From an optimization exercise on the open Yosys and OpenROAD flow, aimed at small area and a short achievable clock period; shortcuts taken in it are not production practice.
In this exercise RTL edits were held to simulation tests only and were not proved equivalent to the original.

## flow/design.v (module list and top-level ports; edited modules follow where they fit)
// module quadrature_decoder: 9 lines
// module StepperPositionController: 1288 lines
// module sp_csa: 10 lines
// module sp_hsa: 9 lines
// module sp_rca: 22 lines
// module sp_inc: 19 lines
// module sp_ugt: 19 lines
module StepperPositionController (
    input clk,
    input reset,
    input write,
    input [4:0] address,
    input signed [31:0] writedata,
    input read,
    output signed [31:0] readdata,
    output step,
    output dir,
    input A,
    input B,
    input I,
    output reg enable,
    output reg [1:0] MS,
    input endswitch
  );
  // ...
==> flow/run.sh <==
#!/bin/bash
# synth_recipe.tcl (not shown) runs the flow's synth.tcl, then flattens the netlist and writes it again
# the make line also repeats each setting of config.mk as NAME=value (left out here)
make -C /OpenROAD-flow-scripts/flow DESIGN_CONFIG=/design/flow/config.mk WORK_HOME=/design/flow/orfs CLKGATE_MAP_FILE= SYNTH_SCRIPT=/design/flow/synth_recipe.tcl finish
==> flow/config.mk <==
export PLATFORM = sky130hd
export DESIGN_NAME = StepperPositionController
export DESIGN_NICKNAME = StepperPositionController
export VERILOG_FILES = /design/flow/design.v
export SDC_FILE = /design/flow/constraint.sdc
export NUM_CORES = 4
export LEC_CHECK = 0
export ABC_AREA = 1
export CAP_MARGIN = 20
export CORE_MARGIN = 2
export CORE_UTILIZATION = 40
export CTS_BUF_LIST = sky130_fd_sc_hd__clkbuf_4
export SLEW_MARGIN = 20
export SYNTH_HIERARCHICAL = 1
==> flow/constraint.sdc <==
create_clock -name core_clock -period 100.0 [get_ports {clk}]
set_input_delay 20.0000 -clock core_clock [delete_from_list [all_inputs] [get_ports {clk}]]
set_output_delay 20.0000 -clock core_clock [all_outputs]
set_load 0.01 [all_outputs]
==> results.cfg, run 1 <==
[outcome]
outcome = no timing/DRC/antenna violations

[routing]
drt-met1-wl_um = 87400

[global_route]
first_global_vias = 51859
grt_util_met2_pct = 47.5
grt_use_total_pct = 30.7

[clock_tree]
ctsHoldBuffers = 0
cts_buffers = 181

[die]
ios = 82
rows = 141
core_area_um2 = 147000

[finish]
diodes = 10
sh_seq_area_pct = 25.5

[placement]
dp_slack_ns = 56.27
placed_area_um2 = 62000
numPortBuffers = 79
placed_cells = 8130

[worst_hold_path]
hold_path.class = flip-flop to flip-flop
min_to = a_delayed[1]

[synth]
synth-main-ff-cell = dfrtp_1
synth_adder_area_share_pct = 29.7
yosysTopAreaCell = fa_1
synthMostInstantiatedCell = nand2_1

[setup_path]
path_cells = clkdlybuf4s50_1 -> inv_1 -> nor3_1 -> inv_1 -> nor2_1 -> inv_1 -> buf_4 -> o21ai_0 -> a211oi_1 -> nand4_1 -> clkdlybuf4s50_1

[sta]
finalCriticalPeriod_ns = 44.20
==> run 2, diff against run 1 <==
==> flow/flow/run.sh (new file) <==
#!/bin/bash
# Standard layout, with the clock tree built without dummy balancing loads.
set -o pipefail
cp standard.sh standard.sh.txt 2>/dev/null
export CTS_ARGS="-sink_clustering_enable -repair_clock_nets -dont_use_dummy_load -buf_list sky130_fd_sc_hd__clkbuf_4"
bash standard.sh > standard.log 2>&1
==> flow/standard.sh (new file) <==
#!/bin/bash
# synth_recipe.tcl (not shown) runs the flow's synth.tcl, then flattens the netlist and writes it again
# the make line also repeats each setting of config.mk as NAME=value (left out here)
make -C /OpenROAD-flow-scripts/flow DESIGN_CONFIG=/design/flow/config.mk WORK_HOME=/design/flow/orfs CLKGATE_MAP_FILE= SYNTH_SCRIPT=/design/flow/synth_recipe.tcl "${@:-finish}"
removed: flow/run.sh
==> run 2 against run 1 <==
Against the previous run:
- first-iteration DRC count up 1.9%
- wire length down 0.18%
- clock skew up 0.015 ns
- worst hold slack worse by 0.0039 ns
- critical path type unchanged
==> results.cfg, run 2 <==
[clock_tree]
cts_max_path_buffers = 3
htree_levels = 4
clk_latency_ns = 1.14
cts_tree = built
clk_pin_slew_ns = 0.06
cts_buffers = 181
ctsHoldBuffers = 0
numClockSinks = 655
cts_root_buffer = clkbuf_4
cts_setup_buffers = 0
cts_resized = 0

[finish]
nNetsFinal = 7372
fin_area_um2 = 63400
final_cell_mix = 1,097 x nand2_1, 763 x fa_1, 720 x o22ai_1, 709 x inv_1, 582 x xor2_1
final_common_cell = nand2_1
area_growth_pct = 7.32
layout-drive-gt1-share_pct = 7.24

[global_route]
grt_busiest_layer = met2
grt_util_met2_pct = 47.4
first_global_vias = 51694
met1_usage_pct = 39.1
grt_use_total_pct = 30.6
grt_pass1_wl_um = 342000
overflow = 0
grt_max_degree = 165
grt_antenna_before_repair = 9
grt_util_met3_pct = 7.61

[synth]
synth.top_cells.by_count = 1,114 x nand2_1, 763 x fa_1, 720 x o22ai_1
synth_edf_count = 24
ys_warn_count = 7
syn_area_per_cell_um2 = 9.24
ys_seq_area_share_pct = 27.8
yosysTopAreaCellShare_pct = 25.8
synth-main-ff-cell = dfrtp_1
yosysTopAreaCell = fa_1
yosys-top-cells-area = fa_1 26%, dfrtp_1 23%, xor2_1 8.6%
syn-cell-area_um2 = 59100
syn-instance-count = 6395
synth.distinct_cells = 53
synthMostInstantiatedCell = nand2_1
ys_seq_elements = 655
synth-async-reset-ratio_pct = 92.5

[die]
rows = 141
start_util_pct = 40.2
fp.dieH_um = 388
die_w_um = 388
core_area_um2 = 147000
ios = 82
dieArea_um2 = 151000

[sta]
fin_hold_ws_ns = 0.327
rsz0062_at_grt = no
fin_crit_sh_pct = 44.2
relSlewSlack_pct = 15.9
worst_slew_pin_slew_ns = 1.26
setup_ws_ns = 55.80
finalClockSkew_ns = 0.102
finalSetupViolCount = 0
tns_ns = 0
finalCriticalPeriod_ns = 44.20
drv_slew = 0
max_freq_ghz = 0.0226
final-hold-violation-count = 0

[routing]
drt-initial-drc-count = 6232
ant_nets = 0
num_vias = 50981
viasPerCell = 6.13
wire_per_inst_um = 27.9
routed_wl_um = 232000
drc = 0
firstDrtPassIters = 8

[setup_path]
path_buf_inv = 6
worstSetupEndpointType = primary output
slowest_delay_ns = 0.96
critPathKind = input port to primary output
path_cells = clkdlybuf4s50_1 -> inv_1 -> nor3_1 -> inv_1 -> nor2_1 -> inv_1 -> buf_4 -> o21ai_0 -> a211oi_1 -> nand4_1 -> clkdlybuf4s50_1
critPathTopFamily = buffers and inverters
critPathArrivalTime_ns = 24.20
start_kind = input port
slowest_stage = nor2_1
crit_path_start = address[3]
reg2reg_from = E[1]
crit_top_cell = inv_1
cp_max_fo = 25
r2r_slack_ns = 69.24
cp.required_ns = 80.00

[placement]
numPortBuffers = 79
gp_congestion = 0.990
dp_slack_ns = 56.27
hpwl_um = 164000
placed_area_um2 = 62000

[worst_hold_path]
min_from = a_delayed[0]
hold_path.class = flip-flop to flip-flop

[outcome]
outcome = no timing/DRC/antenna violations

[run]
max-cap-violations = 0
run 2: cell counts after synthesis:
No cell type changed its count.
run 2: layout make-up:
| cell class | instances | area [um2] |
|---|---|---|
| inverters | 739 | 2780 |
| well taps | 1930 | 2410 |
| clock buffers | 181 | 1360 |
| flip-flops and latches | 655 | 16500 |
| multi-input cells | 4584 | 38500 |
| repair buffers | 222 | 1910 |
| diodes | 9 | 22.5 |
| fillers | 14397 | 83700 |
run 2: Yosys stat by module (local to each module, per instance), excerpt:
module,flops+latches,cell area (um2),cells inside
StepperPositionController,655,43000,5554
quadrature_decoder,0,70.1,16
run 2: cells by family after synthesis:
kind of cell | count (synthesis) | share of synthesized area [%]
AOI/OAI and AO/OA | 1494 | 15.5
xor gates and xnor gates | 586 | 8.69
adders and majority gates | 944 | 29.7
buffers and inverters | 1165 | 7.49
DFF | 655 | 27.8
other | 2 | 0.0127
and+or+nand+nor | 1549 | 10.8
run 2: worst paths after layout:
check,endpoint,depth (start not counted)
worst max-delay path,readdata[26],11
worst min-delay path,a_delayed[1],0
worst max register to register,res_nz,80
worst min register to register,a_delayed[1],0
max in group asynchronous,E[7],4
min in group asynchronous,R[11],2
run 2: routing by layer:
layer,vias up,wire (um)
met2,3499,105000
met4,6,15100
met3,848,25400
met5,-,40
met1,25343,87100
li1,21285,-
run 2: stage by stage:
| stage | utilization (%) | instances |
|---|---|---|
| 3_5_place_dp | 42.2 | 8130 |
| 6_report | 43.1 | 8320 |
| 4_1_cts | 43.1 | 8311 |
| 2_1_floorplan | - | 6404 |
| 5_1_grt | 43.1 | 8315 |
| 3_3_place_gp | 42.1 | 8129 |

==> separate check: timing with driven ports <==
How much do the figures lean on ideal ports? The routed layouts below were timed once more, with nothing changed but the port constraints. Step 1 (the two cells are an assumption about what drives the block):
set clk [get_ports {clk}]
set_driving_cell -lib_cell sky130_fd_sc_hd__clkbuf_16 $clk
set_driving_cell -lib_cell sky130_fd_sc_hd__buf_2 [delete_from_list [all_inputs] $clk]
Step 2 times the ports against the registers' clock, not the clock port: input delays grow and output delays shrink by t, the midpoint of the rising clock arrivals with the driver on. Three values: no drivers, after step 1, after step 2; two values: the first two.
run	t, ns	setup slack, ns	hold slack, ns	worst setup path at the end	latest minus earliest clock arrival (ns)
run 1	1.167	55.804 / 55.770 / 55.770	0.331 / 0.331 / 0.331	input to output	0.087 / 0.087
run 2	1.157	55.803 / 55.768 / 55.768	0.327 / 0.327 / 0.327	input to output	0.102 / 0.102
After both steps setup and hold are still met in every run listed. For run 2, which loses most, drivers alone change the setup slack by -0.035 ns; drivers and shift together by -0.035 ns.
